Context: an optimization exercise on an open-source flow, tuned for a short achievable clock period and few clock cycles. The choices shown serve that exercise and are no tape-out recipe. Function was checked by simulation only, so behaviour that the tests miss may differ from the original. No run shown here takes its clock network from TritonCTS; it comes from the design's own scripts or RTL. The clock input has no modelled driver; a real chip could not lean on it and would need a root buffer or a full tree. Power is estimated from default activity; no workload was simulated.

==> flow/design.v (outline; a module is shown in full before it is edited, if it fits) <==
// module mul_stage1: 542 lines
// module mul_stage2: 64 lines
// module mul_fa: 4 lines
// module mul_ha: 4 lines
// module mul_x3: 3 lines
// module mul_add: 3 lines
// module core_risc_v: 302 lines
module core_risc_v #(parameter DATA_WIDTH = 32, parameter ADDR_WIDTH = 32)(
	input clk_O,
	input rst,
	output [(ADDR_WIDTH-1):0] PC,
	input [31:0] Instr_out,
	input [(DATA_WIDTH-1):0] data_o_map,
	output MemWrite,
	output MemRead,
	output [(ADDR_WIDTH-1):0] Result,
	output [(DATA_WIDTH-1):0] rd2
);
  // ...
==> flow/flow/run.sh <==
#!/bin/bash
# Layout flow: the standard ORFS flow (standard synthesis unchanged), with
#  - a larger repair_timing setup margin so that the optimiser keeps improving
#    paths that already meet the 25 ns constraint,
#  - unrestricted cell footprints for sizing and buf_4 port buffers,
#  - after global placement, each register that drives an output port moved
#    next to that port's buffer (legalised by the flow's detailed placement),
#  - the clock tree built by flow/clock_tree.tcl (balanced 3-level tree of
#    clock inverters, inverters and buffers: lower insertion delay than
#    TritonCTS's H-tree) instead of ORFS's CTS;
#    global routing, detailed routing and finishing are ORFS's.
set -uo pipefail
VARS=(SETUP_SLACK_MARGIN=19.4 MATCH_CELL_FOOTPRINT=0 "BUFFER_PORTS_ARGS=-buffer_cell sky130_fd_sc_hd__buf_4")
RES=$PWD/orfs/results/sky130hd/core_risc_v/base
PLAT=$FLOW_HOME/platforms/sky130hd
bash standard.sh synth > synth.log 2>&1 || exit 1
bash standard.sh 3_3_place_gp "${VARS[@]}" > place_gp.log 2>&1 || exit 1
MOVE_IN=$RES/3_3_place_gp.odb MOVE_OUT=$RES/3_3_place_gp.odb \
  openroad -no_init -exit flow/move_out_ffs.tcl > move.log 2>&1 || exit 1
bash standard.sh place "${VARS[@]}" > place.log 2>&1 || exit 1
DONT_USE=$(sed -n '/^export DONT_USE_CELLS/,/^$/p' $PLAT/config.mk | grep -o 'sky130_fd_sc_hd__[a-z0-9_]*' | sort -u | tr '\n' ' ')
CTS_IN=$RES/3_place.odb CTS_SDC=$RES/3_place.sdc \
CTS_OUT=$RES/4_1_cts.odb CTS_SDC_OUT=$RES/4_cts.sdc \
LEAF_SIZE=14 MIDS=16 ROOTS=4 \
ROOT_CELL=sky130_fd_sc_hd__clkinv_16 MID_CELLS=sky130_fd_sc_hd__clkinv_16 \
LEAF_CELL=sky130_fd_sc_hd__clkbuf_16 \
PLATFORM_DIR=$PLAT LIB=$PLAT/lib/sky130_fd_sc_hd__tt_025C_1v80.lib \
DONT_USE="$DONT_USE" SETUP_MARGIN=19.4 \
  openroad -no_init -exit flow/clock_tree.tcl > clock_tree.log 2>&1 || exit 1
bash standard.sh finish "${VARS[@]}" > layout.log 2>&1
==> flow/flow/clock_tree.tcl <==
read_liberty $::env(LIB)
read_db $::env(CTS_IN)
read_sdc $::env(CTS_SDC)
source $::env(PLATFORM_DIR)/setRC.tcl
set_dont_use $::env(DONT_USE)

set db [ord::get_db]
set block [ord::get_db_block]
set bufm [$db findMaster sky130_fd_sc_hd__clkbuf_16]
set leafm [$db findMaster $::env(LEAF_CELL)]
set rootm [$db findMaster $::env(ROOT_CELL)]

set clknet [$block findNet clk_O]
set sinks {}
foreach it [$clknet getITerms] {
  lappend sinks $it
}
puts "clock sinks: [llength $sinks]"

proc centroid { pts } {
  set sx 0; set sy 0; set n [llength $pts]
  foreach p $pts { set sx [expr {$sx + [lindex $p 0]}]; set sy [expr {$sy + [lindex $p 1]}] }
  return [list [expr {$sx / $n}] [expr {$sy / $n}]]
}

# k-means on points {x y}; returns list of cluster index per point
proc kmeans { pts k iters } {
  set n [llength $pts]
  # init: evenly spaced points after sorting by x then y (deterministic)
  set idx [lsort -integer -indices [lmap p $pts { expr {[lindex $p 0] + [lindex $p 1]} }]]
  set cents {}
  for { set c 0 } { $c < $k } { incr c } {
    lappend cents [lindex $pts [lindex $idx [expr {int(($c + 0.5) * $n / $k)}]]]
  }
  set assign [lrepeat $n 0]
  for { set it 0 } { $it < $iters } { incr it } {
    set i 0
    foreach p $pts {
      set px [lindex $p 0]; set py [lindex $p 1]
      set best 0; set bd 1e30; set c 0
      foreach ce $cents {
        set d [expr {abs($px - [lindex $ce 0]) + abs($py - [lindex $ce 1])}]
        if { $d < $bd } { set bd $d; set best $c }
        incr c
      }
      lset assign $i $best
      incr i
    }
    set sums [lrepeat $k {0 0 0}]
    set i 0
    foreach p $pts {
      set c [lindex $assign $i]
      set s [lindex $sums $c]
      lset sums $c [list [expr {[lindex $s 0] + [lindex $p 0]}] [expr {[lindex $s 1] + [lindex $p 1]}] [expr {[lindex $s 2] + 1}]]
      incr i
    }
    set newc {}
    set c 0
    foreach s $sums {
      if { [lindex $s 2] > 0 } {
        lappend newc [list [expr {[lindex $s 0] / [lindex $s 2]}] [expr {[lindex $s 1] / [lindex $s 2]}]]
      } else {
        lappend newc [lindex $cents $c]
      }
      incr c
    }
    set cents $newc
  }
  return [list $assign $cents]
}


# recursive bisection into k groups of (nearly) equal size; pts is a list of
# {x y id}; returns a list of groups (lists of ids)
proc bisect { pts k } {
  if { $k <= 1 } { return [list [lmap p $pts { lindex $p 2 }]] }
  set xs [lmap p $pts { lindex $p 0 }]
  set ys [lmap p $pts { lindex $p 1 }]
  set w [expr {[tcl::mathfunc::max {*}$xs] - [tcl::mathfunc::min {*}$xs]}]
  set h [expr {[tcl::mathfunc::max {*}$ys] - [tcl::mathfunc::min {*}$ys]}]
  set ax [expr {$w >= $h ? 0 : 1}]
  set sorted [lsort -real -index $ax $pts]
  set k1 [expr {$k / 2}]
  set n1 [expr {int(round([llength $pts] * double($k1) / $k))}]
  return [concat [bisect [lrange $sorted 0 [expr {$n1 - 1}]] $k1] [bisect [lrange $sorted $n1 end] [expr {$k - $k1}]]]
}

set pts {}
foreach it $sinks {
  set inst [$it getInst]
  set b [$inst getBBox]
  lappend pts [list [expr {([$b xMin] + [$b xMax]) / 2}] [expr {([$b yMin] + [$b yMax]) / 2}]]
}
set nleaf [expr {int(ceil([llength $sinks] / double($::env(LEAF_SIZE))))}]
set ipts {}
set i 0
foreach p $pts { lappend ipts [list [lindex $p 0] [lindex $p 1] $i]; incr i }
set lassign [lrepeat [llength $pts] 0]
set lcents {}
set c 0
foreach g [bisect $ipts $nleaf] {
  set gp {}
  foreach id $g { lset lassign $id $c; lappend gp [lindex $pts $id] }
  lappend lcents [centroid $gp]
  incr c
}
puts "leaf clusters: $nleaf"

set bcount 0
proc new_buf { name x y {m ""} } {
  global block bufm
  if { $m == "" } { set m $bufm }
  set inst [odb::dbInst_create $block $m $name]
  $inst setLocation [expr {int($x)}] [expr {int($y)}]
  $inst setPlacementStatus PLACED
  return $inst
}
# output pin of a clock buffer or inverter
proc opin { inst } {
  set it [$inst findITerm X]
  if { $it == "NULL" } { set it [$inst findITerm Y] }
  return $it
}
proc new_net { name } {
  global block
  set n [odb::dbNet_create $block $name]
  $n setSigType CLOCK
  return $n
}

# leaf buffers
set leafbufs {}
for { set c 0 } { $c < $nleaf } { incr c } {
  set ce [lindex $lcents $c]
  set b [new_buf "cts_leaf_$c" [lindex $ce 0] [lindex $ce 1] $leafm]
  set n [new_net "cts_leaf_net_$c"]
  [opin $b] connect $n
  lappend leafbufs $b
  lappend leafnets $n
}
set i 0
foreach it $sinks {
  set c [lindex $lassign $i]
  $it disconnect
  $it connect [lindex $leafnets $c]
  incr i
}

# intermediate levels (MIDS: cell counts from the top level down,
# MID_CELLS: their cell types), each made of equal-size groups of the level
# below, then the root cells driven by the clock port
proc group_pts { pts k } {
  set ipts {}
  set i 0
  foreach p $pts { lappend ipts [list [lindex $p 0] [lindex $p 1] $i]; incr i }
  set asg [lrepeat [llength $pts] 0]
  set cents {}
  set c 0
  foreach g [bisect $ipts $k] {
    set gp {}
    foreach id $g { lset asg $id $c; lappend gp [lindex $pts $id] }
    lappend cents [centroid $gp]
    incr c
  }
  return [list $asg $cents]
}
set below $leafbufs
set belowc $lcents
set nl [llength $::env(MIDS)]
for { set l [expr {$nl - 1}] } { $l >= 0 } { incr l -1 } {
  set cnt [lindex $::env(MIDS) $l]
  set m [$db findMaster [lindex $::env(MID_CELLS) $l]]
  lassign [group_pts $belowc $cnt] asg cents
  set cells {}
  set nets {}
  for { set c 0 } { $c < $cnt } { incr c } {
    set ce [lindex $cents $c]
    set b [new_buf "cts_l${l}_$c" [lindex $ce 0] [lindex $ce 1] $m]
    set n [new_net "cts_l${l}_net_$c"]
    [opin $b] connect $n
    lappend cells $b
    lappend nets $n
  }
  set i 0
  foreach b $below {
    [$b findITerm A] connect [lindex $nets [lindex $asg $i]]
    incr i
  }
  set below $cells
  set belowc $cents
}
lassign [group_pts $belowc $::env(ROOTS)] rassign rcents
set rootnets {}
for { set c 0 } { $c < $::env(ROOTS) } { incr c } {
  set ce [lindex $rcents $c]
  set b [new_buf "cts_root_$c" [lindex $ce 0] [lindex $ce 1] $rootm]
  set n [new_net "cts_root_net_$c"]
  [opin $b] connect $n
  [$b findITerm A] connect $clknet
  lappend rootnets $n
}
set i 0
foreach b $below {
  [$b findITerm A] connect [lindex $rootnets [lindex $rassign $i]]
  incr i
}
$clknet setSigType CLOCK

set_propagated_clock [all_clocks]
estimate_parasitics -placement
report_clock_latency -include_internal_latency

set_placement_padding -global -left 0 -right 0
detailed_placement
estimate_parasitics -placement
report_worst_slack -max
report_worst_slack -min
repair_timing -setup_margin $::env(SETUP_MARGIN) -hold_margin 0 -repair_tns 100 -verbose
detailed_placement
check_placement -verbose
estimate_parasitics -placement
report_worst_slack -max
report_worst_slack -min
write_db $::env(CTS_OUT)
write_sdc -no_timestamp $::env(CTS_SDC_OUT)
==> flow/flow/move_out_ffs.tcl <==
# Move each register that drives an output-port buffer next to that buffer,
# so the register-to-port path has a short wire.  Legalised later by the
# flow's detailed placement.
read_db $::env(MOVE_IN)
set block [ord::get_db_block]
set n 0
foreach bterm [$block getBTerms] {
  if { [$bterm getIoType] != "OUTPUT" } { continue }
  set net [$bterm getNet]
  if { $net == "NULL" } { continue }
  set buf ""
  foreach it [$net getITerms] {
    if { [$it isOutputSignal] } { set buf [$it getInst] }
  }
  if { $buf == "" } { continue }
  set ff ""
  foreach it [$buf getITerms] {
    if { [$it isInputSignal] && [$it getNet] != "NULL" } {
      foreach it2 [[$it getNet] getITerms] {
        if { [$it2 isOutputSignal] } { set ff [$it2 getInst] }
      }
    }
  }
  if { $ff == "" } { continue }
  set m [[$ff getMaster] getName]
  if { ![string match "*df*" $m] } { continue }
  set loc [$buf getLocation]
  $ff setLocation [lindex $loc 0] [lindex $loc 1]
  incr n
}
puts "moved $n output registers"
write_db $::env(MOVE_OUT)
==> flow/standard.sh <==
#!/bin/bash
# synth_recipe.tcl (not shown) runs the flow's synth.tcl, then flattens the netlist and writes it again
# the make line also repeats each setting of config.mk as NAME=value (left out here)
make -C /OpenROAD-flow-scripts/flow DESIGN_CONFIG=/design/flow/config.mk WORK_HOME=/design/flow/orfs CLKGATE_MAP_FILE= SYNTH_SCRIPT=/design/flow/synth_recipe.tcl "${@:-finish}"
==> flow/config.mk <==
export PLATFORM = sky130hd
export DESIGN_NAME = core_risc_v
export DESIGN_NICKNAME = core_risc_v
export VERILOG_FILES = /design/flow/design.v
export SDC_FILE = /design/flow/constraint.sdc
export NUM_CORES = 8
export LEC_CHECK = 0
export ABC_CLOCK_PERIOD_IN_PS = 5000
export CAP_MARGIN = 20
export CORE_MARGIN = 2
export CORE_UTILIZATION = 60
export CTS_CLUSTER_DIAMETER = 80
export CTS_CLUSTER_SIZE = 30
export PLACE_DENSITY = 0.7
export SLEW_MARGIN = 20
export SYNTH_HIERARCHICAL = 1
==> flow/constraint.sdc <==
create_clock -name core_clock -period 25.0 [get_ports {clk_O}]
set_input_delay 5.0000 -clock core_clock [delete_from_list [all_inputs] [get_ports {clk_O}]]
set_output_delay 5.0000 -clock core_clock [all_outputs]
set_load 0.01 [all_outputs]
==> flow_summary.toml, run 1 <==
[logic_synthesis]
synth_warnings = 10

[power_and_ir_drop]
power_switching_uw = 4190
power_uw = 11400
seq-power_uw = 4860
powerDensity_nw_per_um2 = 82.7

[setup_path]
max_stage_delay_ps = 340
worst-path-max-fanout = 1
cp.arrival_ps = 920
worstSetupStartpoint = "st_m[26]"

[timing]
timing.fmax_ghz = 0.169
setup_tns_ps = 0
slew_headroom = 0.129
rsz0062_at_grt = "true"

[place]
dp.cells = 12600
gp_congestion = 1.04
hpwl_mm = 292

[run_status]
status = "complete, no violations"

[final_layout]
largest_register_ffs = 992
layout_commonest_cell = "edfxtp_1"
drive_above_1_share = 0.175
utilization = 0.651

[global_route]
grt_start_max_net_pins = 106
antenna_found_initial = 31

[routing]
wire_per_inst_um = 34.2
drtAntennaViolNets = 0
met1_length_mm = 163
routed-wl-met2_mm = 191

[run]
cap_viol_max_count = 0

[clock_network]
clk_pin_slew_ps = 70

[floorplan]
start_util = 0.604
Testbench counts, summed over its fixed seeds: cycles 51,191.
==> run 2: changes to the inputs <==
--- a/flow/flow/run.sh
+++ b/flow/flow/run.sh
@@ -21,7 +21,7 @@
 DONT_USE=$(sed -n '/^export DONT_USE_CELLS/,/^$/p' $PLAT/config.mk | grep -o 'sky130_fd_sc_hd__[a-z0-9_]*' | sort -u | tr '\n' ' ')
 CTS_IN=$RES/3_place.odb CTS_SDC=$RES/3_place.sdc \
 CTS_OUT=$RES/4_1_cts.odb CTS_SDC_OUT=$RES/4_cts.sdc \
-LEAF_SIZE=14 MIDS=16 ROOTS=4 \
+LEAF_SIZE=20 MIDS=12 ROOTS=4 \
 ROOT_CELL=sky130_fd_sc_hd__clkinv_16 MID_CELLS=sky130_fd_sc_hd__clkinv_16 \
 LEAF_CELL=sky130_fd_sc_hd__clkbuf_16 \
 PLATFORM_DIR=$PLAT LIB=$PLAT/lib/sky130_fd_sc_hd__tt_025C_1v80.lib \
==> run 2 against run 1 <==
  * Via count fell by 0.57%
  * Largest cell class unchanged
  * Clock skew is 4.8 ps higher
  * Sequential power is essentially flat
  * Largest power group unchanged
==> flow_summary.toml, run 2 <==
[routing]
wire_per_inst_um = 34.1
firstDrtPassIters = 7
viasPerCell = 6.96
totalWireLength_mm = 434
vias = 88500
drtAntennaViolNets = 0
drc = 0
drt_iter0_drc = 12700

[logic_synthesis]
synth_area_um2 = 128000
avgSynthCellArea_um2 = 12.8
synth_fp_nets = 10800
synth_warnings = 10
syn_inst = 10000

[setup_path]
cp.arrival_ps = 900
r2r_cells = 16
cp.depth = 1
crit_type = "reg -> out"
cp-end-kind = "primary output"
max_stage_delay_ps = 330
worst-path-max-fanout = 1
crit_buf_inv = 1
path_delay_family = "flip-flops"
path_cells = "buf_6"
crit_required_ps = 20000
slowest_stage = "dfxtp_2"
cp-start-kind = "flop"

[timing]
setup_viol = 0
slew_headroom = 0.155
timing.fmax_ghz = 0.169
rsz0062_at_grt = "true"
post-route-period-util = 0.236
clock_skew_ps = 76.5
tightest_slew_ps = 1260
slew_violations = 0
period_minus_slack_ps = 5900
hold_viol = 0
setup_tns_ps = 0

[final_layout]
drive_above_1_share = 0.171
largest_register_ffs = 992
stdcell_count = 12700
top_regs = "rf: 992 flops, btb_tag: 224 flops, btb_tgt: 224 flops"
layout_commonest_cell = "edfxtp_1"
layout_common_cells = "edfxtp_1, xnor2_1, mux4_2"
fill_cells = 15700
area_growth_pct = 6.73
final_nets = 10600
max_flop_register = "rf"

[floorplan]
die_w_um = 466
core_um2 = 212000
ios = 164
chipHeight_um = 466
start_util = 0.604
num_rows = 169
dieArea_um2 = 217000

[global_route]
grt_usage = 0.394
grt_pass1_vias = 87200
grt_remaining_overflow = 0
grt_start_max_net_pins = 106
antenna_found_initial = 35
grt_pass1_wl_mm = 618

[place]
port-buffer-count = 163
hpwl_mm = 292
gp_congestion = 1.04
dp.cells = 12600

[clock_network]
clk_latency_ps = 470
clk_pin_slew_ps = 90

[power_and_ir_drop]
p_leak_uw = 0.0512
peakVddDrop_v = 0.0000764
powerDensity_nw_per_um2 = 80.1

[hold_path]
min_path_type = "reg -> reg"
hold_depth = 0

[run_status]
status = "complete, no violations"

[run]
cap_viol_max_count = 0
## run 2: path summary, 6_finish.rpt
path	endpoint	from	slack, ps
setup / recovery	PC[16]	pc_o[16]	19100
hold / removal	bu_tag[11]	btag_e[11]	300
setup reg to reg	jchk_e[30]	ir_d[2]	19530
hold reg to reg	bu_tag[11]	btag_e[11]	300
max in group asynchronous	btb_v[2]	rst	19590
min in group asynchronous	isMul_m	rst	4620
## run 2: power by group
| group | internal [uW] | switching [uW] | leakage (uW) |
|---|---|---|---|
| Clock | 886 | 1270 | 0.00162 |
| Combinational | 1470 | 2480 | 0.0281 |
| Sequential | 4530 | 330 | 0.0215 |
## run 2: final cells by class
type                    count  area (um^2)  share of cell area
repair buffers            433         3710              0.0271
multi-input cells        6619        62100               0.454
diodes                     11         27.5            0.000201
well taps                2821         3530              0.0258
flip-flops and latches   2325        62600               0.458
plain buffers             117         2930              0.0214
inverters                 382         1880              0.0137
## run 2: metal layers
layer	track usage	wire [um]	vias to the layer above	share of wire
met5	0	131	-	0.00030
li1	-	-	36500	-
met1	0.545	162000	44600	0.37
met4	0.189	26000	22	0.060
met3	0.0946	54800	1175	0.13
met2	0.590	191000	6182	0.44
## run 2: metrics by stage
stage,hold WS (ps),cell area (um^2),setup WS [ps],util,total power (uW)
floorplan,310,129000,19250,-,7510
global placement,314,133000,18470,0.625,8670
detailed placement,313,133000,18420,0.625,8720
global route,296,137000,19070,0.644,11400
finish,302,137000,19100,0.644,11000
==> module core_risc_v, before the edit <==
module core_risc_v #(parameter DATA_WIDTH = 32, parameter ADDR_WIDTH = 32)(
	input clk_O,
	input rst,
	output [(ADDR_WIDTH-1):0] PC,
	input [31:0] Instr_out,
	input [(DATA_WIDTH-1):0] data_o_map,
	output MemWrite,
	output MemRead,
	output [(ADDR_WIDTH-1):0] Result,
	output [(DATA_WIDTH-1):0] rd2
);
localparam [31:0] RESET_PC = 32'h0040_0000;
localparam [31:0] RESET_SP = 32'h7FFF_EFFC;
localparam BTB_N  = 16;                 
localparam BTB_PW = 4;                  
localparam BTB_TW = 14;                 
localparam BTB_LB = 14;                 
reg [31:0] pc_f;
reg        v_d;
reg [31:0] ir_d, pc_d, pn_d;
reg        hit_d;
reg        v_e;
reg [31:0] pc4_e, tgt_e, jchk_e, idres_e, op1_e, op2_e;
reg [31:0] opb_e;                       
reg        fb_e;                        
reg [4:0]  rd_e;
reg        we_e, isB_e, isJAL_e, isJALR_e, isL_e, isS_e, isMul_e;
reg        f3eq_e, f3ne_e, pn_is_pc4_e, pn_is_tgt_e;
reg        f1_e, f2_e;                  
reg [31:0] mop1_en, mop2_en;
reg        mf1_en, mf2_en;
reg [31:0] res_mx;                      
reg        op_add_e, op_sub_e, op_sll_e, op_slt_e, op_sltu_e, op_xor_e,
           op_srl_e, op_or_e, op_and_e, op_id_e;
reg        ctl_e;                       
reg [BTB_TW-1:0] btag_e;
reg [31:0] res_mn, st_m;                
reg [127:0] mrows_m;                    
reg        mr_m, we_m, isMul_m;
reg [31:0] wbv;
reg [4:0]  rd_w;
reg        we_w;
wire [31:0] res_m = ~res_mn;
reg [31:0] pc_o, res_o;
reg        mw_o, mr_o;
reg [4:0]  rd_m;
reg [31:0] rf [1:31];
reg [31:1] rfv;
reg              btb_v   [0:BTB_N-1];
reg [BTB_TW-1:0] btb_tag [0:BTB_N-1];
reg [BTB_LB-1:0] btb_tgt [0:BTB_N-1];
reg              bu_en, bu_v;
reg [BTB_TW-1:0] bu_tag;
reg [BTB_PW-1:0] btb_ptr;               
reg [BTB_LB-1:0] bu_tgt;
assign PC       = pc_o;
assign Result   = res_o;
assign rd2      = st_m;
assign MemWrite = mw_o;
assign MemRead  = mr_o;
wire [BTB_TW-1:0] f_tag = pc_f[2 +: BTB_TW];
reg  [BTB_N-1:0]  f_way;
reg  [BTB_LB-1:0] f_tgt;
integer k;
always @* begin
	f_tgt = {BTB_LB{1'b0}};
	for (k = 0; k < BTB_N; k = k + 1) begin
		f_way[k] = btb_v[k] && (btb_tag[k] == f_tag);
		f_tgt = f_tgt | ({BTB_LB{f_way[k]}} & btb_tgt[k]);
	end
end
wire              f_hit = |f_way;
wire [31:0]       pc4_f = pc_f + 32'd4;
wire [31:0]       pn_f  = f_hit ? {pc_f[31:BTB_LB], f_tgt} : pc4_f;
wire [31:0] mprod_m;
mul_stage2 MUL2(.rows(mrows_m), .p(mprod_m));
wire [31:0] mval = mr_m ? data_o_map : isMul_m ? mprod_m : res_m;
wire [6:0] op_d  = ir_d[6:0];
wire [4:0] rd_d  = ir_d[11:7];
wire [2:0] f3_d  = ir_d[14:12];
wire [4:0] rs1_d = ir_d[19:15];
wire [4:0] rs2_d = ir_d[24:20];
wire       b25_d = ir_d[25];
wire       b30_d = ir_d[30];
wire isR_d     = (op_d == 7'h33);
wire isI_d     = (op_d == 7'h13);
wire isL_d     = (op_d == 7'h03);
wire isS_d     = (op_d == 7'h23);
wire isB_d     = (op_d == 7'h63);
wire isJAL_d   = (op_d == 7'h6F);
wire isJALR_d  = (op_d == 7'h67);
wire isLUI_d   = (op_d == 7'h37);
wire isAUIPC_d = (op_d == 7'h17);
wire [31:0] immI_d = {{20{ir_d[31]}}, ir_d[31:20]};
wire [31:0] immS_d = {{20{ir_d[31]}}, ir_d[31:25], ir_d[11:7]};
wire [31:0] immB_d = {{19{ir_d[31]}}, ir_d[31], ir_d[7], ir_d[30:25], ir_d[11:8], 1'b0};
wire [31:0] immJ_d = {{11{ir_d[31]}}, ir_d[31], ir_d[19:12], ir_d[20], ir_d[30:21], 1'b0};
wire [31:0] immU_d = {ir_d[31:12], 12'b0};
wire [31:0] imm_d = isS_d ? immS_d : immI_d;
wire [31:0] poff_d = isB_d ? immB_d : isJAL_d ? immJ_d : immU_d;
wire [31:0] tgt_d  = pc_d + poff_d;
wire [31:0] pc4_d  = pc_d + 32'd4;
wire we_d   = (isR_d | isI_d | isL_d | isJAL_d | isJALR_d | isLUI_d | isAUIPC_d) & (rd_d != 5'd0);
wire use1_d = isR_d | isI_d | isL_d | isS_d | isB_d | isJALR_d;
wire use2_d = isR_d | isS_d | isB_d;
wire [4:0] sel_d = isR_d ? {b25_d, b30_d, f3_d} : {2'b00, f3_d};
wire alu_d = isR_d | isI_d;
wire op_add_d  = (alu_d & (sel_d == 5'b00000)) | isL_d | isS_d;
wire op_sub_d  = alu_d & (sel_d == 5'b01000);
wire op_sll_d  = alu_d & (sel_d == 5'b00001);
wire op_slt_d  = alu_d & (sel_d == 5'b00010);
wire op_sltu_d = alu_d & (sel_d == 5'b00011);
wire op_xor_d  = alu_d & (sel_d == 5'b00100);
wire op_srl_d  = alu_d & ((sel_d == 5'b00101) | (sel_d == 5'b01101));
wire op_or_d   = alu_d & (sel_d == 5'b00110);
wire op_and_d  = alu_d & (sel_d == 5'b00111);
wire isMul_d   = isR_d & (sel_d == 5'b10000);
wire op_id_d   = isJAL_d | isJALR_d | isLUI_d | isAUIPC_d;
wire srcB_d    = isI_d | isL_d | isS_d | isJALR_d;
wire [31:0] idres_d = isLUI_d ? immU_d : isAUIPC_d ? tgt_d : pc4_d;
wire [31:0] rr1_d = rfv[rs1_d] ? rf[rs1_d] : (rs1_d == 5'd2) ? RESET_SP : 32'd0;
wire [31:0] rr2_d = rfv[rs2_d] ? rf[rs2_d] : (rs2_d == 5'd2) ? RESET_SP : 32'd0;
wire        bp1_d = we_m && (rd_m == rs1_d);
wire        bp2_d = we_m && (rd_m == rs2_d);
wire        bw1_d = we_w && (rd_w == rs1_d);
wire        bw2_d = we_w && (rd_w == rs2_d);
wire [31:0] op1_d = (rs1_d == 5'd0) ? 32'd0 : bp1_d ? mval : bw1_d ? wbv : rr1_d;
wire [31:0] op2_d = (rs2_d == 5'd0) ? 32'd0 : bp2_d ? mval : bw2_d ? wbv : rr2_d;
wire        f1_d  = we_e && v_e && (rd_e == rs1_d);
wire        f2_d  = we_e && v_e && (rd_e == rs2_d);
wire stall_d = v_d && v_e && we_e && (isL_e || isMul_e) &&
               ((use1_d && rd_e == rs1_d) || (use2_d && rd_e == rs2_d));
wire [31:0] jchk_d = pn_d - imm_d;
wire [31:0] dpn_d    = pn_d - pc_d;
wire pn_is_pc4_d = (dpn_d == 32'd4);
wire pn_is_tgt_d = (dpn_d == poff_d);
wire bcond_d     = isB_d & (f3_d[2:1] == 2'b00);           
wire redir_d     = v_d && !hit_d && (isJAL_d || (bcond_d && immB_d[31]));
wire off4_d      = (poff_d == 32'd4);
wire [31:0] A   = f1_e ? res_m : op1_e;
wire [31:0] B2  = f2_e ? res_m : op2_e;
wire [31:0] B   = fb_e ? res_m : opb_e;
wire [31:0] sum   = A + B;
wire [31:0] diff  = A - B;
wire        lt_u  = (A < B);
wire        lt_s  = (A[31] ^ B[31]) ? A[31] : lt_u;
wire [31:0] shl   = A << B[4:0];
wire [31:0] shr   = A >> B[4:0];
wire [31:0] alu_res =
	({32{op_add_e}}  & sum)  |
	({32{op_sub_e}}  & diff) |
	({32{op_sll_e}}  & shl)  |
	({32{op_slt_e}}  & {31'd0, lt_s}) |
	({32{op_sltu_e}} & {31'd0, lt_u}) |
	({32{op_xor_e}}  & (A ^ B)) |
	({32{op_srl_e}}  & shr)  |
	({32{op_or_e}}   & (A | B)) |
	({32{op_and_e}}  & (A & B)) |
	({32{op_id_e}}   & idres_e);
wire eq_oo   = (op1_e == op2_e);
wire eq_ro   = (res_m == op2_e);
wire eq_or   = (op1_e == res_m);
wire eq_e    = f1_e ? (f2_e ? 1'b1 : eq_ro) : (f2_e ? eq_or : eq_oo);
wire taken_e = isB_e & ((f3eq_e & eq_e) | (f3ne_e & ~eq_e));
wire jmis_e  = f1_e ? (res_m != jchk_e) : (op1_e != jchk_e);
wire mis_e   = v_e && (isB_e    ? (taken_e ? ~pn_is_tgt_e : ~pn_is_pc4_e) :
                       isJALR_e ? jmis_e : isJAL_e ? ~pn_is_tgt_e : ~pn_is_pc4_e);
wire [31:0] rtgt_e = (taken_e | isJAL_e) ? tgt_e : isJALR_e ? sum : pc4_e;
wire [31:0] MA = ~mf1_en ? res_mx : ~mop1_en;
wire [31:0] MB = ~mf2_en ? res_mx : ~mop2_en;
wire [127:0] mrows_e;
mul_stage1 MUL1(.a(MA), .b(MB), .rows(mrows_e));
wire [31:0] pc_nx = mis_e ? rtgt_e : stall_d ? pc_f : redir_d ? tgt_d : pn_f;
always @(posedge clk_O or posedge rst) begin
	if (rst) begin
		pc_f    <= RESET_PC;
		v_d     <= 1'b0;
		v_e     <= 1'b0;
		mr_m    <= 1'b0;
		we_m    <= 1'b0;
		isMul_m <= 1'b0;
		we_w    <= 1'b0;
		bu_en   <= 1'b0;
	end else begin
		pc_f <= pc_nx;
		if (mis_e)
			v_d <= 1'b0;
		else if (!stall_d)
			v_d <= !redir_d;
		v_e <= v_d && !mis_e && !stall_d;
		mr_m    <= v_e && isL_e;
		we_m    <= v_e && we_e;
		isMul_m <= v_e && isMul_e;
		we_w    <= we_m;
		bu_en <= v_e && (ctl_e || ~pn_is_pc4_e);
	end
end
always @(posedge clk_O) begin
	if (!stall_d) begin
		ir_d  <= Instr_out;
		pc_d  <= pc_f;
		pn_d  <= pn_f;
		hit_d <= f_hit;
	end
	begin
		pc4_e     <= pc4_d;
		tgt_e     <= tgt_d;
		jchk_e    <= jchk_d;
		pn_is_pc4_e <= redir_d ? off4_d : pn_is_pc4_d;
		pn_is_tgt_e <= redir_d ? 1'b1 : pn_is_tgt_d;
		idres_e   <= idres_d;
		op1_e     <= op1_d;
		op2_e     <= op2_d;
		f1_e      <= f1_d;
		f2_e      <= f2_d;
		mop1_en   <= ~op1_d;
		mop2_en   <= ~op2_d;
		mf1_en    <= ~f1_d;
		mf2_en    <= ~f2_d;
		rd_e      <= rd_d;
		we_e      <= we_d;
		isB_e     <= isB_d;
		isJAL_e   <= isJAL_d;
		isJALR_e  <= isJALR_d;
		isL_e     <= isL_d;
		isS_e     <= isS_d;
		isMul_e   <= isMul_d;
		opb_e     <= srcB_d ? imm_d : op2_d;
		fb_e      <= f2_d & ~srcB_d;
		f3eq_e    <= (f3_d == 3'b000);
		f3ne_e    <= (f3_d == 3'b001);
		op_add_e  <= op_add_d;
		op_sub_e  <= op_sub_d;
		op_sll_e  <= op_sll_d;
		op_slt_e  <= op_slt_d;
		op_sltu_e <= op_sltu_d;
		op_xor_e  <= op_xor_d;
		op_srl_e  <= op_srl_d;
		op_or_e   <= op_or_d;
		op_and_e  <= op_and_d;
		op_id_e   <= op_id_d;
		ctl_e     <= isB_d | isJAL_d | isJALR_d;
		btag_e    <= pc_d[2 +: BTB_TW];
	end
	res_mn <= ~alu_res;
	pc_o  <= rst ? RESET_PC : pc_nx;
	res_o  <= rst ? 32'd0 : alu_res;
	res_mx <= alu_res;
	mw_o  <= v_e && isS_e;
	mr_o  <= v_e && isL_e;
	st_m  <= B2;
	rd_m  <= rd_e;
	mrows_m <= mrows_e;
	wbv   <= mval;
	rd_w  <= rd_m;
	bu_tag <= btag_e;
	bu_tgt <= rtgt_e[BTB_LB-1:0];
	bu_v   <= ctl_e & (taken_e | isJALR_e | ~isB_e);
end
always @(posedge clk_O or posedge rst) begin
	if (rst)
		rfv <= 31'd0;
	else if (we_w)
		rfv[rd_w] <= 1'b1;
end
always @(posedge clk_O) begin
	if (we_w)
		rf[rd_w] <= wbv;
end
reg [BTB_N-1:0] u_way;
integer j;
always @* begin
	for (j = 0; j < BTB_N; j = j + 1)
		u_way[j] = btb_v[j] && (btb_tag[j] == bu_tag);
end
wire u_hit = |u_way;
wire u_alloc = bu_en && !u_hit && bu_v;
always @(posedge clk_O or posedge rst) begin
	if (rst) begin
		for (j = 0; j < BTB_N; j = j + 1)
			btb_v[j] <= 1'b0;
		btb_ptr <= {BTB_PW{1'b0}};
	end else begin
		for (j = 0; j < BTB_N; j = j + 1) begin
			if (bu_en && u_way[j])
				btb_v[j] <= bu_v;
			else if (u_alloc && btb_ptr == j)
				btb_v[j] <= 1'b1;
		end
		if (u_alloc)
			btb_ptr <= btb_ptr + 1'b1;
	end
end
always @(posedge clk_O) begin
	for (j = 0; j < BTB_N; j = j + 1) begin
		if ((bu_en && u_way[j]) || (u_alloc && btb_ptr == j)) begin
			btb_tag[j] <= bu_tag;
			btb_tgt[j] <= bu_tgt;
		end
	end
end
endmodule
==> run 3: changes to the inputs <==
--- a/flow/design.v
+++ b/flow/design.v
@@ -635,7 +635,8 @@
 localparam BTB_PW = 4;                  
 localparam BTB_TW = 14;                 
 localparam BTB_LB = 14;                 
-reg [31:0] pc_f;
+reg [31:0] pc_fn;                       
+wire [31:0] pc_f = ~pc_fn;
 reg        v_d;
 reg [31:0] ir_d, pc_d, pn_d;
 reg        hit_d;
@@ -661,7 +662,7 @@
 reg [4:0]  rd_w;
 reg        we_w;
 wire [31:0] res_m = ~res_mn;
-reg [31:0] pc_o, res_o;
+reg [31:0] pc_ox, res_o;
 reg        mw_o, mr_o;
 reg [4:0]  rd_m;
 reg [31:0] rf [1:31];
@@ -673,7 +674,7 @@
 reg [BTB_TW-1:0] bu_tag;
 reg [BTB_PW-1:0] btb_ptr;               
 reg [BTB_LB-1:0] bu_tgt;
-assign PC       = pc_o;
+assign PC       = pc_ox ^ RESET_PC;
 assign Result   = res_o;
 assign rd2      = st_m;
 assign MemWrite = mw_o;
@@ -793,7 +794,9 @@
 wire [31:0] pc_nx = mis_e ? rtgt_e : stall_d ? pc_f : redir_d ? tgt_d : pn_f;
 always @(posedge clk_O or posedge rst) begin
 	if (rst) begin
-		pc_f    <= RESET_PC;
+		pc_fn   <= ~RESET_PC;
+		pc_ox   <= 32'd0;
+		mw_o    <= 1'b0;
 		v_d     <= 1'b0;
 		v_e     <= 1'b0;
 		mr_m    <= 1'b0;
@@ -802,7 +805,9 @@
 		we_w    <= 1'b0;
 		bu_en   <= 1'b0;
 	end else begin
-		pc_f <= pc_nx;
+		pc_fn <= ~pc_nx;
+		pc_ox <= pc_nx ^ RESET_PC;
+		mw_o  <= v_e && isS_e;
 		if (mis_e)
 			v_d <= 1'b0;
 		else if (!stall_d)
@@ -863,10 +868,8 @@
 		btag_e    <= pc_d[2 +: BTB_TW];
 	end
 	res_mn <= ~alu_res;
-	pc_o  <= rst ? RESET_PC : pc_nx;
 	res_o  <= rst ? 32'd0 : alu_res;
 	res_mx <= alu_res;
-	mw_o  <= v_e && isS_e;
 	mr_o  <= v_e && isL_e;
 	st_m  <= B2;
 	rd_m  <= rd_e;
==> run 3 against run 2 <==
  * Sequential cell count decreased by 1
  * Clock skew increased by 1.9 ps
  * Global-route usage increased by 0.71 points
  * Still clean on timing, DRC and antenna
  * Cell count decreased by 1.3%
  * Highest routed layer unchanged
  * Critical path type unchanged
  * Via count decreased by 1.9%
  * Largest power group unchanged
==> flow_summary.toml, run 3 <==
[floorplan]
start_util = 0.602
die_w_um = 465
chipHeight_um = 465
ios = 164
dieArea_um2 = 216000
num_rows = 169
core_um2 = 212000

[global_route]
grt_usage = 0.401
grt_pass1_wl_mm = 624
grt_pass1_vias = 85300
grt_start_max_net_pins = 102
grt_remaining_overflow = 0
antenna_found_initial = 50

[run]
cap_viol_max_count = 0

[logic_synthesis]
synth_area_um2 = 127000
synth_fp_nets = 10600
syn_inst = 9853
avgSynthCellArea_um2 = 12.9
synth_warnings = 10

[final_layout]
layout_common_cells = "edfxtp_1, mux4_2, dfxtp_1"
final_nets = 10500
largest_register_ffs = 992
layout_commonest_cell = "edfxtp_1"
stdcell_count = 12500
drive_above_1_share = 0.172
fill_cells = 15600
utilization = 0.642
max_flop_register = "rf"
top_regs = "rf: 992 flops, btb_tag: 224 flops, btb_tgt: 224 flops"
area_growth_pct = 6.68

[routing]
drtAntennaViolNets = 0
vias = 86800
firstDrtPassIters = 10
drc = 0
wire_per_inst_um = 35.0
drt_iter0_drc = 12100
totalWireLength_mm = 439
viasPerCell = 6.92

[timing]
clock_skew_ps = 78.4
hold_viol = 0
slew_violations = 0
setup_viol = 0
period_minus_slack_ps = 6040
rsz0062_at_grt = "true"
slew_headroom = 0.165
setup_tns_ps = 0
post-route-period-util = 0.242
timing.fmax_ghz = 0.166
tightest_slew_ps = 1240

[setup_path]
worst-path-max-fanout = 3
crit_buf_inv = 2
path_delay_family = "flip-flops"
cp.arrival_ps = 1040
worst-r2r-setup-slack_ps = 19500
crit_type = "reg -> out"
cp-end-kind = "primary output"
max_stage_delay_ps = 400
cp-start-kind = "flop"
crit_required_ps = 20000
slowest_stage = "dfrtp_1"
path_cells = "inv_2, buf_6"

[power_and_ir_drop]
p_leak_uw = 0.0514
powerDensity_nw_per_um2 = 79.4
peakVddDrop_v = 0.0000772

[clock_network]
clk_latency_ps = 470
clk_pin_slew_ps = 90

[run_status]
status = "complete, no violations"

[hold_path]
min_path_type = "reg -> reg"

[place]
hpwl_mm = 299
gp_congestion = 1.03
port-buffer-count = 163
dp.cells = 12400
## run 3: changes by cell type in the layout (fill, tap and decap cells not counted), sizes merged, moves of 57 or more
cell   delta
and3     -65
nand4    -57
xor2    +189
xnor2   -181
inv      +80
a21oi    +69
## run 3: layout make-up
type / instances / area [um^2] / share of cell area
sequential: 2324 / 62700 / 0.462
antenna: 16 / 40.0 / 0.000295
timing repair buffer: 447 / 3870 / 0.0285
tap: 2821 / 3530 / 0.0260
multi-input combinational: 6356 / 60600 / 0.446
inverter: 462 / 2170 / 0.0160
buffer: 117 / 2930 / 0.0215
## run 3: layer usage
layer  up-vias  GRT usage  part of all wire
met5         -   0.000891           0.00023
met4        14      0.165             0.051
met3      1001     0.0867              0.12
met2      5683      0.600              0.44
met1     44400      0.573              0.39
li1      35700          -                 -
## run 3: worst paths after layout
kind	startpoint	endpoint	cells past startpoint
max	flop	PC[22]	2
min in group asynchronous	rst	mr_m	3
max in group asynchronous	rst	pc_fn[14]	4
min reg2reg	btag_e[1]	bu_tag[1]	0
max reg2reg	f2_e	pc_ox[0]	12
min	btag_e[1]	bu_tag[1]	0
## run 3: metrics by stage
step           hold WS, ps  cell area, um^2  power (uW)  setup slack (ps)
6_report               300           136000       10800             18960
3_3_place_gp           314           132000        8500             18010
5_1_grt                301           136000       11200             18910
3_5_place_dp           315           132000        8550             17960
2_1_floorplan          310           127000        7340             17760
## run 3: power breakdown
group	leakage [uW]	internal, uW	switching [uW]	total, uW
combinational	0.0282	1410	2290	3710
sequential	0.0216	4520	413	4930
clock	0.00162	886	1270	2150
total	0.0514	6820	3970	10800
Testbench counts of run 3, summed over its fixed seeds: cycles 51,191.
==> run 4: changes to the inputs <==
--- a/flow/design.v
+++ b/flow/design.v
@@ -635,10 +635,10 @@
 localparam BTB_PW = 4;                  
 localparam BTB_TW = 14;                 
 localparam BTB_LB = 14;                 
-reg [31:0] pc_fn;                       
-wire [31:0] pc_f = ~pc_fn;
+reg [31:0] pc_f;
 reg        v_d;
 reg [31:0] ir_d, pc_d, pn_d;
+reg [31:1] s1_d, s2_d;                  
 reg        hit_d;
 reg        v_e;
 reg [31:0] pc4_e, tgt_e, jchk_e, idres_e, op1_e, op2_e;
@@ -662,7 +662,7 @@
 reg [4:0]  rd_w;
 reg        we_w;
 wire [31:0] res_m = ~res_mn;
-reg [31:0] pc_ox, res_o;
+reg [31:0] pc_o, res_o;
 reg        mw_o, mr_o;
 reg [4:0]  rd_m;
 reg [31:0] rf [1:31];
@@ -674,7 +674,7 @@
 reg [BTB_TW-1:0] bu_tag;
 reg [BTB_PW-1:0] btb_ptr;               
 reg [BTB_LB-1:0] bu_tgt;
-assign PC       = pc_ox ^ RESET_PC;
+assign PC       = pc_o;
 assign Result   = res_o;
 assign rd2      = st_m;
 assign MemWrite = mw_o;
@@ -693,6 +693,8 @@
 wire              f_hit = |f_way;
 wire [31:0]       pc4_f = pc_f + 32'd4;
 wire [31:0]       pn_f  = f_hit ? {pc_f[31:BTB_LB], f_tgt} : pc4_f;
+wire [31:0]       s1_f  = 32'd1 << Instr_out[19:15];
+wire [31:0]       s2_f  = 32'd1 << Instr_out[24:20];
 wire [31:0] mprod_m;
 mul_stage2 MUL2(.rows(mrows_m), .p(mprod_m));
 wire [31:0] mval = mr_m ? data_o_map : isMul_m ? mprod_m : res_m;
@@ -739,8 +741,16 @@
 wire op_id_d   = isJAL_d | isJALR_d | isLUI_d | isAUIPC_d;
 wire srcB_d    = isI_d | isL_d | isS_d | isJALR_d;
 wire [31:0] idres_d = isLUI_d ? immU_d : isAUIPC_d ? tgt_d : pc4_d;
-wire [31:0] rr1_d = rfv[rs1_d] ? rf[rs1_d] : (rs1_d == 5'd2) ? RESET_SP : 32'd0;
-wire [31:0] rr2_d = rfv[rs2_d] ? rf[rs2_d] : (rs2_d == 5'd2) ? RESET_SP : 32'd0;
+reg  [31:0] rr1_d, rr2_d;
+integer q;
+always @* begin
+	rr1_d = 32'd0;
+	rr2_d = 32'd0;
+	for (q = 1; q < 32; q = q + 1) begin
+		rr1_d = rr1_d | ({32{s1_d[q]}} & (rfv[q] ? rf[q] : (q == 2) ? RESET_SP : 32'd0));
+		rr2_d = rr2_d | ({32{s2_d[q]}} & (rfv[q] ? rf[q] : (q == 2) ? RESET_SP : 32'd0));
+	end
+end
 wire        bp1_d = we_m && (rd_m == rs1_d);
 wire        bp2_d = we_m && (rd_m == rs2_d);
 wire        bw1_d = we_w && (rd_w == rs1_d);
@@ -751,13 +761,27 @@
 wire        f2_d  = we_e && v_e && (rd_e == rs2_d);
 wire stall_d = v_d && v_e && we_e && (isL_e || isMul_e) &&
                ((use1_d && rd_e == rs1_d) || (use2_d && rd_e == rs2_d));
-wire [31:0] jchk_d = pn_d - imm_d;
+wire [31:0] jchk_d = pn_d - immI_d;
 wire [31:0] dpn_d    = pn_d - pc_d;
 wire pn_is_pc4_d = (dpn_d == 32'd4);
 wire pn_is_tgt_d = (dpn_d == poff_d);
 wire bcond_d     = isB_d & (f3_d[2:1] == 2'b00);           
-wire redir_d     = v_d && !hit_d && (isJAL_d || (bcond_d && immB_d[31]));
 wire off4_d      = (poff_d == 32'd4);
+wire raw1_d = !bp1_d && !bw1_d && !f1_d;
+wire raw2_d = !bp2_d && !bw2_d && !f2_d;
+wire eqr_d  = (rr1_d == rr2_d);
+wire brdy_d = bcond_d && raw1_d && raw2_d;
+wire btk_d  = f3_d[0] ? ~eqr_d : eqr_d;
+wire jrdy_d = isJALR_d && raw1_d;
+wire jok_d  = (rr1_d == jchk_d);
+wire [31:0] jt_d = rr1_d + immI_d;
+wire rjal_d  = isJAL_d && !pn_is_tgt_d;
+wire rbr_d   = brdy_d && (btk_d ? !pn_is_tgt_d : !pn_is_pc4_d);
+wire rbtfn_d = bcond_d && !brdy_d && !hit_d && immB_d[31];
+wire rjr_d   = jrdy_d && !jok_d;
+wire redir_d = v_d && (rjal_d || rbr_d || rbtfn_d || rjr_d);
+wire rnt_d   = rbr_d && !btk_d;             
+wire [31:0] rdt_d = rjr_d ? jt_d : rnt_d ? pc4_d : tgt_d;
 wire [31:0] A   = f1_e ? res_m : op1_e;
 wire [31:0] B2  = f2_e ? res_m : op2_e;
 wire [31:0] B   = fb_e ? res_m : opb_e;
@@ -791,12 +815,10 @@
 wire [31:0] MB = ~mf2_en ? res_mx : ~mop2_en;
 wire [127:0] mrows_e;
 mul_stage1 MUL1(.a(MA), .b(MB), .rows(mrows_e));
-wire [31:0] pc_nx = mis_e ? rtgt_e : stall_d ? pc_f : redir_d ? tgt_d : pn_f;
+wire [31:0] pc_nx = mis_e ? rtgt_e : stall_d ? pc_f : redir_d ? rdt_d : pn_f;
 always @(posedge clk_O or posedge rst) begin
 	if (rst) begin
-		pc_fn   <= ~RESET_PC;
-		pc_ox   <= 32'd0;
-		mw_o    <= 1'b0;
+		pc_f    <= RESET_PC;
 		v_d     <= 1'b0;
 		v_e     <= 1'b0;
 		mr_m    <= 1'b0;
@@ -805,9 +827,7 @@
 		we_w    <= 1'b0;
 		bu_en   <= 1'b0;
 	end else begin
-		pc_fn <= ~pc_nx;
-		pc_ox <= pc_nx ^ RESET_PC;
-		mw_o  <= v_e && isS_e;
+		pc_f <= pc_nx;
 		if (mis_e)
 			v_d <= 1'b0;
 		else if (!stall_d)
@@ -823,6 +843,8 @@
 always @(posedge clk_O) begin
 	if (!stall_d) begin
 		ir_d  <= Instr_out;
+		s1_d  <= s1_f[31:1];
+		s2_d  <= s2_f[31:1];
 		pc_d  <= pc_f;
 		pn_d  <= pn_f;
 		hit_d <= f_hit;
@@ -830,9 +852,9 @@
 	begin
 		pc4_e     <= pc4_d;
 		tgt_e     <= tgt_d;
-		jchk_e    <= jchk_d;
-		pn_is_pc4_e <= redir_d ? off4_d : pn_is_pc4_d;
-		pn_is_tgt_e <= redir_d ? 1'b1 : pn_is_tgt_d;
+		jchk_e    <= (redir_d && rjr_d) ? rr1_d : jchk_d;
+		pn_is_pc4_e <= redir_d ? (rnt_d | off4_d) : pn_is_pc4_d;
+		pn_is_tgt_e <= redir_d ? (~rnt_d | off4_d) : pn_is_tgt_d;
 		idres_e   <= idres_d;
 		op1_e     <= op1_d;
 		op2_e     <= op2_d;
@@ -868,8 +890,10 @@
 		btag_e    <= pc_d[2 +: BTB_TW];
 	end
 	res_mn <= ~alu_res;
+	pc_o  <= rst ? RESET_PC : pc_nx;
 	res_o  <= rst ? 32'd0 : alu_res;
 	res_mx <= alu_res;
+	mw_o  <= v_e && isS_e;
 	mr_o  <= v_e && isL_e;
 	st_m  <= B2;
 	rd_m  <= rd_e;
==> run 4 against run 3 <==
  * Worst setup slack improved by 45 ps
  * Critical path type is now reg -> reg
  * Highest routed layer unchanged
  * Clock power rose by 5%
  * Sequential share of layout area is 1.3 points lower
  * Total power decreased by 0.21%
  * Area after synthesis increased by 2.2%
  * Largest power group unchanged
==> flow_summary.toml, run 4 <==
[power_and_ir_drop]
powerDensity_nw_per_um2 = 75.3
power_frac_comb = 0.328
p_leak_uw = 0.0563
clock_power_share = 0.210
pwr-share-seq = 0.462
power_switching_uw = 4080
peakVddDrop_v = 0.0000786
switching_share = 0.379
internal_power_uw = 6690

[final_layout]
max_flop_register = "rf"
layout_common_cells = "edfxtp_1, xnor2_1, nor2_1"
layout_commonest_cell = "edfxtp_1"
utilization = 0.666
drive_above_1_share = 0.135
stdcell_count = 14800
largest_register_ffs = 992
top_regs = "rf: 992 flops, btb_tag: 224 flops, btb_tgt: 224 flops"
final_nets = 12500
area_growth_pct = 9.98

[floorplan]
num_rows = 170
start_util = 0.605
die_w_um = 470
chipHeight_um = 470
core_um2 = 215000
dieArea_um2 = 221000
ios = 164

[setup_path]
max_stage_delay_ps = 620
crit_type = "reg -> reg"
cp.arrival_ps = 6310
crit_path_frequent_cell = "buf_4"
worstSetupStartpoint = "rfv[7]"
cp-start-kind = "flop"
r2r-start = "rfv[7]"
path_cells = "buf_4, and2_1, buf_4, a2111oi_0, nand3_1, or4_4, xor2_1, nor4_1, nand4_1, buf_4, o21a_1, nor4_1, o21bai_2, a211o_4, mux2i_1, a211oi_2"
slowest_stage = "or4_4"
crit_required_ps = 25320
cp-end-kind = "flop"
worst-path-max-fanout = 22

[routing]
wire_per_inst_um = 43.0
drtAntennaViolNets = 0
drt_iter0_drc = 26800
vias = 117000
viasPerCell = 7.91
drc = 0
totalWireLength_mm = 635
firstDrtPassIters = 28

[global_route]
grt_pass1_wl_mm = 853
antenna_found_initial = 90
grt_remaining_overflow = 0
grt_pass1_vias = 107000
grt_start_max_net_pins = 77
grt_usage = 0.553

[timing]
timing.fmax_ghz = 0.167
clock_skew_ps = 92.0
setup_tns_ps = 0
hold_viol = 0
period_minus_slack_ps = 6000
setup_viol = 0
post-route-period-util = 0.240
slew_violations = 0
tightest_slew_ps = 1390
rsz0062_at_grt = "true"
slew_headroom = 0.0639

[hold_path]
holdCritStartpoint = "btag_e[8]"
min_path_type = "reg -> reg"

[place]
gp_congestion = 1.11
dp.cells = 14300
port-buffer-count = 163
hpwl_mm = 411

[run_status]
status = "complete, no violations"

[logic_synthesis]
avgSynthCellArea_um2 = 11.1
synth_warnings = 10
synth_fp_nets = 12600
syn_inst = 11800
synth_area_um2 = 130000

[clock_network]
clk_pin_slew_ps = 100
clk_latency_ps = 510

[run]
cap_viol_max_count = 0
run 4: critical path: cells and delay by family, from the launching register on:
kind | cells | cell delay (ps)
buffers and inverters | 3 | 890
multiplexers | 1 | 180
flip-flops | 1 | 480
AO/OA/AOI/OAI | 5 | 2010
AND/OR/NAND/NOR | 6 | 1930
XOR/XNOR | 1 | 260
run 4: power by group through the flow:
| stage | clock network (uW) | registers, uW | logic (uW) |
|---|---|---|---|
| finish | 2260 | 4980 | 3530 |
| global route | 2340 | 4980 | 3630 |
| detailed placement | 0 | 5020 | 3100 |
| global placement | 0 | 5030 | 3040 |
| floorplan | 0 | 4780 | 2120 |
run 4: cell type report:
class,count,area [um^2]
buffer,119,2980
fill,15500,71900
multi-input combinational,8082,63600
timing repair inverter,4,41.3
antenna,184,460
tap,2838,3550
sequential,2377,64200
inverter,471,2240
timing repair buffer,684,6080
run 4: final timing paths:
path	to	slack (ps)	cells past startpoint
setup / recovery	pc_o[7]	19000	16
hold / removal	bu_tag[8]	330	0
setup reg to reg	pc_o[7]	19000	16
hold reg to reg	bu_tag[8]	330	0
max in group asynchronous	btb_v[13]	19540	4
min in group asynchronous	we_m	4580	3
run 4: metal layers:
metal / GRT usage / up-vias / routed length [um]
met4: 0.402 / 62 / 67900
met2: 0.739 / 13900 / 243000
li1: - / 43100 / -
met1: 0.676 / 55500 / 205000
met5: 0.0591 / - / 1610
met3: 0.286 / 4244 / 117000
run 4: through the flow:
step                worst slack, ps  area, um^2  hold slack (ps)  total power, uW
floorplan                     19050      130000              310             6890
global placement              17730      135000              315             8070
detailed placement            17320      135000              312             8130
global route                  19040      143000              328            11000
finish                        19000      143000              328            10800
Testbench counts of run 4, summed over its fixed seeds: cycles 50,867.

static timing again, ports no longer ideal:
Ports are ideal in the flow. The routed layouts listed here were re-timed in OpenROAD.
Step 1 assumes that a clkbuf_16 drives the clock port and a buf_2 every other input.
Step 2 times the ports against the registers' clock, not the clock port: input delays grow and output delays shrink by t, the midpoint of the rising clock arrivals with the driver on.
a / b / c = ideal / step 1 / step 2; a / b = the first two.
run	t, ns	setup slack, ns	hold WS [ns]	clock arrival spread, ns	cell pins on the clock port's net
run 1	0.790	19.077 / 18.750 / 18.958	0.324 / 0.324 / 0.324	0.084 / 0.083	4
run 2	0.764	19.096 / 18.760 / 19.001	0.302 / 0.301 / 0.301	0.078 / 0.080	4
run 3	0.764	18.958 / 18.625 / 18.969	0.300 / 0.300 / 0.300	0.080 / 0.079	4
run 4	0.825	19.003 / 18.677 / 18.577	0.328 / 0.328 / 0.328	0.095 / 0.095	4
After both steps every run listed still meets setup and hold. For run 4, which loses most, drivers alone change the setup slack by -0.326 ns; drivers and shift together by -0.426 ns.
